From an optimization exercise on the open Yosys and OpenROAD flow, aimed at small area; shortcuts taken in it are not production practice. RTL that was checked went through simulation tests only; none was proved equivalent to the original. Power is estimated from default activity; no workload was simulated.

==> umber <==
// violet_top
module violet_top
  (
    input wire i_clk,
    input wire rst,
    input wire [15:0] leds,
    input wire [15:0] display,
    output wire [15:0] buttons,
    input wire uart_rx,
    output wire uart_tx
  );
==> module violet_core, before the edit <==
module violet_core #(parameter BAUD_DIV = 2604)
  (
    input wire i_clk,
    input wire rst,
    input wire [15:0] leds,
    input wire [15:0] display,
    output reg [15:0] buttons,
    input wire uart_rx,
    output wire uart_tx
  );
  function [11:0] lfsr_step(input [11:0] s);
    lfsr_step = {s[10:0], ~(s[11] ^ s[0])};
  endfunction
  function [11:0] lfsr_after(input integer n);
    integer i;
    begin
      lfsr_after = 12'd0;
      for (i = 0; i < n; i = i + 1)
        lfsr_after = lfsr_step(lfsr_after);
    end
  endfunction
  localparam [11:0] T_MASK = 12'b101010101010;
  localparam RX_HALF = (BAUD_DIV / 16) * 8;
  localparam [11:0] RX_MID = lfsr_after(RX_HALF - 1);
  localparam [11:0] RX_END = lfsr_after(2 * RX_HALF - 1);
  localparam [11:0] TX_END = lfsr_after(BAUD_DIV - 1);
  reg rx_d, rx_s;
  always @(posedge i_clk) begin
    rx_d <= uart_rx;
    rx_s <= rst | rx_d;
  end
  reg [11:0] rx_tr;     
  wire [11:0] rx_t = rx_tr ^ T_MASK;
  reg [9:0]  rx_sh;
  reg [7:0]  rx_data_n;   
  wire [7:0] rx_data = ~rx_data_n;
  reg        rx_avail, rx_err;
  wire       rx_ack;
  wire rx_first = rx_sh[8:0] == 9'd0;          
  wire rx_idle  = rx_first && !rx_sh[9];
  wire rx_mid   = rx_t == RX_MID;
  wire rx_end   = rx_t == RX_END;
  wire rx_bad   = rx_first && rx_sh[9] && rx_mid && rx_s;   
  wire rx_smid  = rx_mid && rx_sh[0];           
  wire rx_done  = rx_end && rx_sh[1] && rx_sh[0];   
  wire rx_clr   = rst || rx_bad || rx_done;
  wire rx_shift = rx_idle ? !rx_s : rx_mid && !rx_sh[0];
  always @(posedge i_clk) begin
    if (rx_idle || rx_end)
      rx_tr <= T_MASK;
    else
      rx_tr <= lfsr_step(rx_t) ^ T_MASK;
    if (rx_clr)
      rx_sh <= 10'd0;
    else if (rx_shift)
      rx_sh <= {rx_idle | rx_s, rx_sh[9:1]};
    else if (rx_smid)
      rx_sh[1] <= 1'b1;
    if (rx_done && !rx_err)
      rx_data_n <= ~rx_sh[9:2];
    if (rst || (rx_idle && rx_ack))
      rx_avail <= 1'b0;
    else if (rx_done && !rx_err)
      rx_avail <= 1'b1;
    if (rst || (rx_idle && rx_ack))
      rx_err <= 1'b0;
    else if (rx_bad || (rx_smid && !rx_s))
      rx_err <= 1'b1;
  end
  reg [2:0]  dst;
  reg [1:0]  cls;         
  reg [15:0] cmd_data_n;    
  wire [15:0] cmd_data = ~cmd_data_n;
  assign rx_ack = dst[2];
  wire cmd_en = dst == 3'b010;
  wire d_read = !dst[2] && rx_avail;
  always @(posedge i_clk) begin
    if (d_read && !dst[0])
      cls <= rx_data[7:2] == 6'd0 ? rx_data[1:0] : 2'b00;
    if (d_read && dst[0])
      cmd_data_n <= ~{rx_data, cmd_data[15:8]};
    if (rst)
      dst <= 3'b000;
    else if (dst[2])
      dst <= {1'b0, dst[0], !dst[1]};
    else
      dst <= {rx_avail, dst[1] & dst[0], dst[0]};
  end
  localparam V_IDLE = 3'b000, V_REQ = 3'b011, V_TX1 = 3'b010, V_W1 = 3'b110,
             V_W2 = 3'b100;
  reg [2:0]  vst;
  reg [15:0] out_r;       
  wire [15:0] out = out_r ^ 16'hff00;
  wire       tx_idle;
  wire v_free = vst == V_IDLE || (vst == V_W2 && tx_idle);
  wire accept = cmd_en && cls[0] && v_free;
  wire tx_go  = (vst == V_W1 || vst == V_W2) && tx_idle;
  always @(posedge i_clk) begin
    if (rst)
      buttons <= 16'd0;
    else if (cmd_en && cls == 2'b10)
      buttons <= cmd_data;
    if (accept)
      out_r <= (cls[1] ? display : leds) ^ 16'hff00;
    else if (vst == V_W1 && tx_idle)
      out_r[7:0] <= out[15:8];
    if (rst)
      vst <= V_IDLE;
    else if (accept)
      vst <= V_REQ;
    else
      case (vst)
        V_REQ: vst <= V_TX1;
        V_TX1: vst <= V_W1;
        V_W1:  if (tx_idle) vst <= V_W2;
        V_W2:  if (tx_idle) vst <= V_IDLE;
        default: vst <= V_IDLE;
      endcase
  end
  reg [9:0]  tsh;
  reg [11:0] tx_tr;
  wire [11:0] tx_t = tx_tr ^ T_MASK;
  assign tx_idle = tsh == 10'd0;
  assign uart_tx = tsh[0] | tx_idle;
  wire tx_end = tx_t == TX_END;
  always @(posedge i_clk) begin
    if (tx_go || tx_end)
      tx_tr <= T_MASK;
    else
      tx_tr <= lfsr_step(tx_t) ^ T_MASK;
    if (rst)
      tsh <= 10'd0;
    else if (tx_go)
      tsh <= {1'b1, out[7:0], 1'b0};
    else if (tx_end)
      tsh <= tsh >> 1;
  end
endmodule
export LEC_CHECK = 0
export CAP_MARGIN = 0
export CORE_MARGIN = 2
export CORE_UTILIZATION = 40
export SLEW_MARGIN = 0
create_clock -name core_clock -period 10.0 [get_ports {i_clk}]
standard.sh (not shown) runs the stock make flow with config.mk's settings and CLKGATE_MAP_FILE= SYNTH_SCRIPT=/design/flow/synth_recipe.tcl, a recipe that flattens the netlist after the stock synthesis.
==> flow/flow/run.sh <==
#!/bin/bash
# Standard ORFS layout with three changes:
#  - synthesis maps the logic with an area-oriented ABC script (flow/area.abc);
#    everything else in synthesis, registers included, is the standard one
#  - port buffers are the smallest buffer cell
#  - the clock tree uses small buffers and no dummy loads
# make's full output goes to flow.log; ORFS keeps each step's log under orfs/logs.
set -euo pipefail
export MY_ABC_SCRIPT=$PWD/flow/area.abc
bash standard.sh \
  "SYNTH_SCRIPT=$PWD/flow/synth.tcl" \
  "BUFFER_PORTS_ARGS=-buffer_cell sky130_fd_sc_hd__buf_1" \
  "CTS_ARGS=-sink_clustering_enable -repair_clock_nets -buf_list {sky130_fd_sc_hd__clkbuf_4 sky130_fd_sc_hd__clkbuf_8} -sink_clustering_size 30 -sink_clustering_max_diameter 100 -dont_use_dummy_load" \
  finish > flow.log 2>&1
==> flow/flow/area.abc <==
strash
dc2
dch -f
amap
topo
dnsize -c
==> flow/flow/synth.tcl <==
proc synth {args} { yosys synth -nofsm -noshare {*}$args }
proc abc {args} {
  set i [lsearch -exact $args -script]
  if {$i >= 0 && [info exists ::env(MY_ABC_SCRIPT)]} { lset args [expr {$i + 1}] $::env(MY_ABC_SCRIPT) }
  yosys abc {*}$args
}
source $::env(SCRIPTS_DIR)/synth.tcl
# left out here: clear keep_hierarchy, flatten, clean up, hide names made inside functions, write 1_2_yosys.v
==> inputs of zinc, as changes to umber <==
--- a/flow/design.v
+++ b/flow/design.v
@@ -44,40 +44,37 @@
   end
   reg [11:0] rx_tr;     
   wire [11:0] rx_t = rx_tr ^ T_MASK;
-  reg [9:0]  rx_sh;
+  reg [10:0] rx_sh;
   reg [7:0]  rx_data_n;   
   wire [7:0] rx_data = ~rx_data_n;
   reg        rx_avail, rx_err;
   wire       rx_ack;
-  wire rx_first = rx_sh[8:0] == 9'd0;          
-  wire rx_idle  = rx_first && !rx_sh[9];
+  wire rx_first = rx_sh[9:0] == 10'd0;         
+  wire rx_idle  = rx_first && !rx_sh[10];
   wire rx_mid   = rx_t == RX_MID;
   wire rx_end   = rx_t == RX_END;
-  wire rx_bad   = rx_first && rx_sh[9] && rx_mid && rx_s;   
-  wire rx_smid  = rx_mid && rx_sh[0];           
-  wire rx_done  = rx_end && rx_sh[1] && rx_sh[0];   
+  wire rx_bad   = rx_first && rx_sh[10] && rx_mid && rx_s;   
+  wire rx_done  = rx_end && rx_sh[0];           
   wire rx_clr   = rst || rx_bad || rx_done;
-  wire rx_shift = rx_idle ? !rx_s : rx_mid && !rx_sh[0];
+  wire rx_shift = rx_idle ? !rx_s : rx_mid;
   always @(posedge i_clk) begin
     if (rx_idle || rx_end)
       rx_tr <= T_MASK;
     else
       rx_tr <= lfsr_step(rx_t) ^ T_MASK;
     if (rx_clr)
-      rx_sh <= 10'd0;
+      rx_sh <= 11'd0;
     else if (rx_shift)
-      rx_sh <= {rx_idle | rx_s, rx_sh[9:1]};
-    else if (rx_smid)
-      rx_sh[1] <= 1'b1;
-    if (rx_done && !rx_err)
+      rx_sh <= {rx_idle | rx_s, rx_sh[10:1]};
+    if (rx_done && !rx_err && rx_sh[10])
       rx_data_n <= ~rx_sh[9:2];
     if (rst || (rx_idle && rx_ack))
       rx_avail <= 1'b0;
-    else if (rx_done && !rx_err)
+    else if (rx_done && !rx_err && rx_sh[10])
       rx_avail <= 1'b1;
     if (rst || (rx_idle && rx_ack))
       rx_err <= 1'b0;
-    else if (rx_bad || (rx_smid && !rx_s))
+    else if (rx_bad || (rx_done && !rx_sh[10]))
       rx_err <= 1'b1;
   end
   reg [2:0]  dst;
@@ -134,7 +131,8 @@
   reg [11:0] tx_tr;
   wire [11:0] tx_t = tx_tr ^ T_MASK;
   assign tx_idle = tsh == 10'd0;
-  assign uart_tx = tsh[0] | tx_idle;
+  reg txo;
+  assign uart_tx = txo;
   wire tx_end = tx_t == TX_END;
   always @(posedge i_clk) begin
     if (tx_go || tx_end)
@@ -147,5 +145,11 @@
       tsh <= {1'b1, out[7:0], 1'b0};
     else if (tx_end)
       tsh <= tsh >> 1;
+    if (rst)
+      txo <= 1'b1;
+    else if (tx_go)
+      txo <= 1'b0;
+    else if (tx_end)
+      txo <= tsh[1] | (tsh[9:2] == 8'd0);
   end
 endmodule
--- a/flow/flow/run.sh
+++ b/flow/flow/run.sh
@@ -10,5 +10,5 @@
 bash standard.sh \
   "SYNTH_SCRIPT=$PWD/flow/synth.tcl" \
   "BUFFER_PORTS_ARGS=-buffer_cell sky130_fd_sc_hd__buf_1" \
-  "CTS_ARGS=-sink_clustering_enable -repair_clock_nets -buf_list {sky130_fd_sc_hd__clkbuf_4 sky130_fd_sc_hd__clkbuf_8} -sink_clustering_size 30 -sink_clustering_max_diameter 100 -dont_use_dummy_load" \
+  "CTS_ARGS=-sink_clustering_enable -repair_clock_nets -buf_list sky130_fd_sc_hd__clkbuf_4 -sink_clustering_size 30 -sink_clustering_max_diameter 100 -dont_use_dummy_load" \
   finish > flow.log 2>&1
--- a/flow/flow/synth.tcl
+++ b/flow/flow/synth.tcl
@@ -1,3 +1,6 @@
+# The standard synthesis (synth_recipe.tcl), except that ORFS's abc call
+# gets the area-oriented script named by MY_ABC_SCRIPT (set by run.sh).
+# Only the combinational mapping changes; registers are mapped as before.
 proc synth {args} { yosys synth -nofsm -noshare {*}$args }
 proc abc {args} {
   set i [lsearch -exact $args -script]
==> inputs of harbor, as changes to umber <==
==> flow/design.v (replaced) <==
`default_nettype none
module violet_top
  (
    input wire i_clk,
    input wire rst,
    input wire [15:0] leds,
    input wire [15:0] display,
    output wire [15:0] buttons,
    input wire uart_rx,
    output wire uart_tx
  );
  violet_core #(.BAUD_DIV(25000000 / 9600)) u_vio(i_clk, rst, leds, display, buttons, uart_rx, uart_tx);
endmodule
module violet_core #(parameter BAUD_DIV = 2604)
  (
    input wire i_clk,
    input wire rst,
    input wire [15:0] leds,
    input wire [15:0] display,
    output reg [15:0] buttons,
    input wire uart_rx,
    output wire uart_tx
  );
  function [11:0] lfsr_step(input [11:0] s);
    lfsr_step = {s[10:0], ~(s[11] ^ s[10] ^ s[9] ^ s[3])};
  endfunction
  function [11:0] lfsr_after(input integer n);
    integer i;
    begin
      lfsr_after = 12'd0;
      for (i = 0; i < n; i = i + 1)
        lfsr_after = lfsr_step(lfsr_after);
    end
  endfunction
  localparam RX_HALF = (BAUD_DIV / 16) * 8;
  localparam [11:0] RX_MID = lfsr_after(RX_HALF - 1);
  localparam [11:0] RX_END = lfsr_after(2 * RX_HALF - 1);
  localparam [11:0] TX_END = lfsr_after(BAUD_DIV - 1);
  reg rx_d, rx_s;
  always @(posedge i_clk) begin
    rx_d <= uart_rx;
    rx_s <= rst | rx_d;
  end
  reg [11:0] rx_t;      
  reg [9:0]  rx_sh;     
  reg        rx_stop;   
  reg [7:0]  rx_data;   
  reg        rx_avail, rx_err;
  wire       rx_ack;
  wire rx_idle  = rx_sh == 10'd0;
  wire rx_start = rx_sh[8:0] == 9'd0;    
  wire rx_mid   = rx_t == RX_MID;
  wire rx_end   = rx_t == RX_END;
  always @(posedge i_clk) begin
    if (rx_idle || rx_end)
      rx_t <= 12'd0;
    else
      rx_t <= lfsr_step(rx_t);
    if (rst) begin
      rx_sh    <= 10'd0;
      rx_stop  <= 1'b0;
      rx_avail <= 1'b0;
      rx_err   <= 1'b0;
    end else if (rx_idle) begin
      if (rx_ack) begin
        rx_avail <= 1'b0;
        rx_err   <= 1'b0;
      end
      if (!rx_s)
        rx_sh <= 10'h200;
    end else if (rx_stop) begin
      if (rx_mid && !rx_s)
        rx_err <= 1'b1;
      if (rx_end) begin
        rx_sh   <= 10'd0;
        rx_stop <= 1'b0;
        if (!rx_err) begin
          rx_data  <= rx_sh[9:2];
          rx_avail <= 1'b1;
        end
      end
    end else if (rx_start && rx_mid && rx_s) begin
      rx_err <= 1'b1;
      rx_sh  <= 10'd0;
    end else begin
      if (rx_mid && !rx_sh[0])
        rx_sh <= {rx_s, rx_sh[9:1]};
      if (rx_end && rx_sh[0])
        rx_stop <= 1'b1;
    end
  end
  localparam D_IDLE = 3'd0, D_ACKR = 3'd1, D_W1 = 3'd2, D_A1 = 3'd3,
             D_W2 = 3'd4, D_A2 = 3'd5, D_EN = 3'd6;
  reg [2:0]  dst;
  reg [1:0]  cls;         
  reg [15:0] cmd_data;
  assign rx_ack = dst == D_ACKR || dst == D_A1 || dst == D_A2;
  wire cmd_en = dst == D_EN;
  always @(posedge i_clk) begin
    if (rst)
      dst <= D_IDLE;
    else
      case (dst)
        D_IDLE, D_EN:
          if (rx_avail) begin
            cls <= rx_data[7:2] == 6'd0 ? rx_data[1:0] : 2'b00;
            dst <= D_ACKR;
          end else
            dst <= D_IDLE;
        D_ACKR: dst <= D_W1;
        D_W1, D_W2:
          if (rx_avail) begin
            cmd_data <= {rx_data, cmd_data[15:8]};
            dst <= dst + 3'd1;
          end
        D_A1: dst <= D_W2;
        D_A2: dst <= D_EN;
        default: dst <= D_IDLE;
      endcase
  end
  localparam V_IDLE = 3'd0, V_REQ = 3'd1, V_TX1 = 3'd2, V_W1 = 3'd3,
             V_W2 = 3'd4;
  reg [2:0]  vst;
  reg [15:0] out;
  wire       tx_idle;
  wire v_free = vst == V_IDLE || (vst == V_W2 && tx_idle);
  wire accept = cmd_en && cls[0] && v_free;
  wire tx_go  = (vst == V_W1 || vst == V_W2) && tx_idle;
  always @(posedge i_clk) begin
    if (rst)
      buttons <= 16'd0;
    else if (cmd_en && cls == 2'b10)
      buttons <= cmd_data;
    if (accept)
      out <= cls[1] ? display : leds;
    else if (vst == V_W1 && tx_idle)
      out[7:0] <= out[15:8];
    if (rst)
      vst <= V_IDLE;
    else if (accept)
      vst <= V_REQ;
    else
      case (vst)
        V_REQ: vst <= V_TX1;
        V_TX1: vst <= V_W1;
        V_W1:  if (tx_idle) vst <= V_W2;
        V_W2:  if (tx_idle) vst <= V_IDLE;
        default: vst <= V_IDLE;
      endcase
  end
  reg [9:0]  tsh;
  reg [11:0] tx_t;
  assign tx_idle = tsh == 10'd0;
  assign uart_tx = tsh[0] | tx_idle;
  wire tx_end = tx_t == TX_END;
  always @(posedge i_clk) begin
    if (tx_go || tx_end)
      tx_t <= 12'd0;
    else
      tx_t <= lfsr_step(tx_t);
    if (rst)
      tsh <= 10'd0;
    else if (tx_go)
      tsh <= {1'b1, out[7:0], 1'b0};
    else if (tx_end)
      tsh <= tsh >> 1;
  end
endmodule
==> flow/run.sh (new file) <==
#!/bin/bash
# synth_recipe.tcl (not shown) runs the flow's synth.tcl, then flattens the netlist and writes it again
# the make line also repeats each setting of config.mk as NAME=value (left out here)
make -C /OpenROAD-flow-scripts/flow DESIGN_CONFIG=/design/flow/config.mk WORK_HOME=/design/flow/orfs CLKGATE_MAP_FILE= SYNTH_SCRIPT=/design/flow/synth_recipe.tcl finish
- CAP_MARGIN: 0 -> 20
- CTS_BUF_LIST: default -> sky130_fd_sc_hd__clkbuf_4
- CTS_CLUSTER_DIAMETER: default -> 100
- CTS_CLUSTER_SIZE: default -> 30
- SLEW_MARGIN: 0 -> 20
removed: flow/flow/run.sh
removed: flow/flow/area.abc
removed: flow/flow/synth.tcl
removed: flow/standard.sh
==> inputs of cedar, as changes to umber <==
--- a/flow/design.v
+++ b/flow/design.v
@@ -44,40 +44,37 @@
   end
   reg [11:0] rx_tr;     
   wire [11:0] rx_t = rx_tr ^ T_MASK;
-  reg [9:0]  rx_sh;
+  reg [10:0] rx_sh;
   reg [7:0]  rx_data_n;   
   wire [7:0] rx_data = ~rx_data_n;
   reg        rx_avail, rx_err;
   wire       rx_ack;
-  wire rx_first = rx_sh[8:0] == 9'd0;          
-  wire rx_idle  = rx_first && !rx_sh[9];
+  wire rx_first = rx_sh[9:0] == 10'd0;         
+  wire rx_idle  = rx_first && !rx_sh[10];
   wire rx_mid   = rx_t == RX_MID;
   wire rx_end   = rx_t == RX_END;
-  wire rx_bad   = rx_first && rx_sh[9] && rx_mid && rx_s;   
-  wire rx_smid  = rx_mid && rx_sh[0];           
-  wire rx_done  = rx_end && rx_sh[1] && rx_sh[0];   
+  wire rx_bad   = rx_first && rx_sh[10] && rx_mid && rx_s;   
+  wire rx_done  = rx_end && rx_sh[0];           
   wire rx_clr   = rst || rx_bad || rx_done;
-  wire rx_shift = rx_idle ? !rx_s : rx_mid && !rx_sh[0];
+  wire rx_shift = rx_idle ? !rx_s : rx_mid;
   always @(posedge i_clk) begin
     if (rx_idle || rx_end)
       rx_tr <= T_MASK;
     else
       rx_tr <= lfsr_step(rx_t) ^ T_MASK;
     if (rx_clr)
-      rx_sh <= 10'd0;
+      rx_sh <= 11'd0;
     else if (rx_shift)
-      rx_sh <= {rx_idle | rx_s, rx_sh[9:1]};
-    else if (rx_smid)
-      rx_sh[1] <= 1'b1;
-    if (rx_done && !rx_err)
+      rx_sh <= {rx_idle | rx_s, rx_sh[10:1]};
+    if (rx_done && !rx_err && rx_sh[10])
       rx_data_n <= ~rx_sh[9:2];
     if (rst || (rx_idle && rx_ack))
       rx_avail <= 1'b0;
-    else if (rx_done && !rx_err)
+    else if (rx_done && !rx_err && rx_sh[10])
       rx_avail <= 1'b1;
     if (rst || (rx_idle && rx_ack))
       rx_err <= 1'b0;
-    else if (rx_bad || (rx_smid && !rx_s))
+    else if (rx_bad || (rx_done && !rx_sh[10]))
       rx_err <= 1'b1;
   end
   reg [2:0]  dst;
@@ -134,7 +131,7 @@
   reg [11:0] tx_tr;
   wire [11:0] tx_t = tx_tr ^ T_MASK;
   assign tx_idle = tsh == 10'd0;
-  assign uart_tx = tsh[0] | tx_idle;
+  assign uart_tx = tsh[0] | (tsh[9:1] == 9'd0);
   wire tx_end = tx_t == TX_END;
   always @(posedge i_clk) begin
     if (tx_go || tx_end)
--- a/flow/flow/run.sh
+++ b/flow/flow/run.sh
@@ -10,5 +10,5 @@
 bash standard.sh \
   "SYNTH_SCRIPT=$PWD/flow/synth.tcl" \
   "BUFFER_PORTS_ARGS=-buffer_cell sky130_fd_sc_hd__buf_1" \
-  "CTS_ARGS=-sink_clustering_enable -repair_clock_nets -buf_list {sky130_fd_sc_hd__clkbuf_4 sky130_fd_sc_hd__clkbuf_8} -sink_clustering_size 30 -sink_clustering_max_diameter 100 -dont_use_dummy_load" \
+  "CTS_ARGS=-sink_clustering_enable -repair_clock_nets -buf_list sky130_fd_sc_hd__clkbuf_4 -sink_clustering_size 30 -sink_clustering_max_diameter 100 -dont_use_dummy_load" \
   finish > flow.log 2>&1
--- a/flow/flow/synth.tcl
+++ b/flow/flow/synth.tcl
@@ -1,3 +1,6 @@
+# The standard synthesis (synth_recipe.tcl), except that ORFS's abc call
+# gets the area-oriented script named by MY_ABC_SCRIPT (set by run.sh).
+# Only the combinational mapping changes; registers are mapped as before.
 proc synth {args} { yosys synth -nofsm -noshare {*}$args }
 proc abc {args} {
   set i [lsearch -exact $args -script]
==> comparison table <==
quantity	umber	harbor	zinc	cedar
Comb_multi_in	181	281	183	178
Worst EP arrival	2.09 ns	2.12 ns	0.99 ns	4.04 ns
Portion of the layout cell area used by clock cells	0.0291	0.0530	0.0294	0.0298
Peak supply drop	98.3 µV	125 µV	143 µV	159 µV
Design Power	833 µW	973 µW	944 µW	932 µW
Multiplexer fraction of the synthesized cell area	0	0.0668	0	0
Design Area, Final	0.00425 mm²	0.00553 mm²	0.00434 mm²	0.00429 mm²
WL met1	3.07 mm	4.01 mm	3.15 mm	3.32 mm
Clock Pin Slew Worst Setup and Hold Paths	0.08 ns	0.09 ns	0.09 ns	0.07 ns
Final WL	6.60 mm	8.42 mm	6.75 mm	6.72 mm
Sequential share of power	0.648	0.549	0.615	0.608
First-pass detailed-route iteration total	5	4	4	4
Run status	timing/DRC/antenna clean	timing/DRC/antenna clean	timing/DRC/antenna clean	timing/DRC/antenna clean
Total via count after detailed routing	2571	3162	2671	2622
Hold worst-path end	u_vio.tx_tr[9]	u_vio.rx_s	u_vio.tx_tr[5]	u_vio.tx_tr[9]
Non-clock buffers, area share	0.0521	0.0942	0.0511	0.0552
Delay of the slowest cell on the worst path	0.61 ns	0.53 ns	0.36 ns	0.64 ns
Detailed-routed wire length on met3	168 µm	289 µm	256 µm	217 µm
Htree depth	3	4	4	4
CP Capture Point	uart_tx	uart_tx	buttons[10]	u_vio.rx_sh[0]
Vias in the first global route	2497	3074	2501	2517
First-pass GRT wire length	11.0 mm	14.6 mm	11.2 mm	11.6 mm
Mean Syn Cell Area	11.9 µm²	11.0 µm²	11.9 µm²	11.9 µm²
Flops & latches, synth	112	113	114	113
Met1 GRT Util	0.159	0.185	0.176	0.195
Worst reg2reg path endpoint	u_vio.rx_sh[7]	u_vio.rx_data[5]	u_vio.rx_sh[0]	u_vio.rx_sh[8]
For umber and harbor, only the layout was checked, not whether the RTL still works.

## what the ideal ports hide
Ports are ideal in the flow. The routed layouts listed here were re-timed in OpenROAD. Step 1, drivers: a clkbuf_16 drives i_clk and a buf_2 each remaining input, both assumed. Step 2, shift: input delay + t, output delay - t, t = (earliest + latest rising clock arrival at the registers) / 2. This alone moves slack from input paths to output paths. Three values: ideal, step 1, step 2; two values: the first two.
| run | t, ns | setup slack, ns | worst slew at a driven data input, ns |
|---|---|---|---|
| umber | 0.368 | 5.905 / 5.875 / 6.243 | 0.04 |
| zinc | 0.491 | 7.011 / 6.978 / 6.724 | 0.04 |
| harbor | 0.522 | 5.881 / 5.851 / 6.373 | 0.04 |
| cedar | 0.490 | 6.297 / 6.288 / 5.799 | 0.03 |
After both steps setup and hold are still met in every run listed. For cedar, which loses most, drivers alone change the setup slack by -0.009 ns; drivers and shift together by -0.498 ns.
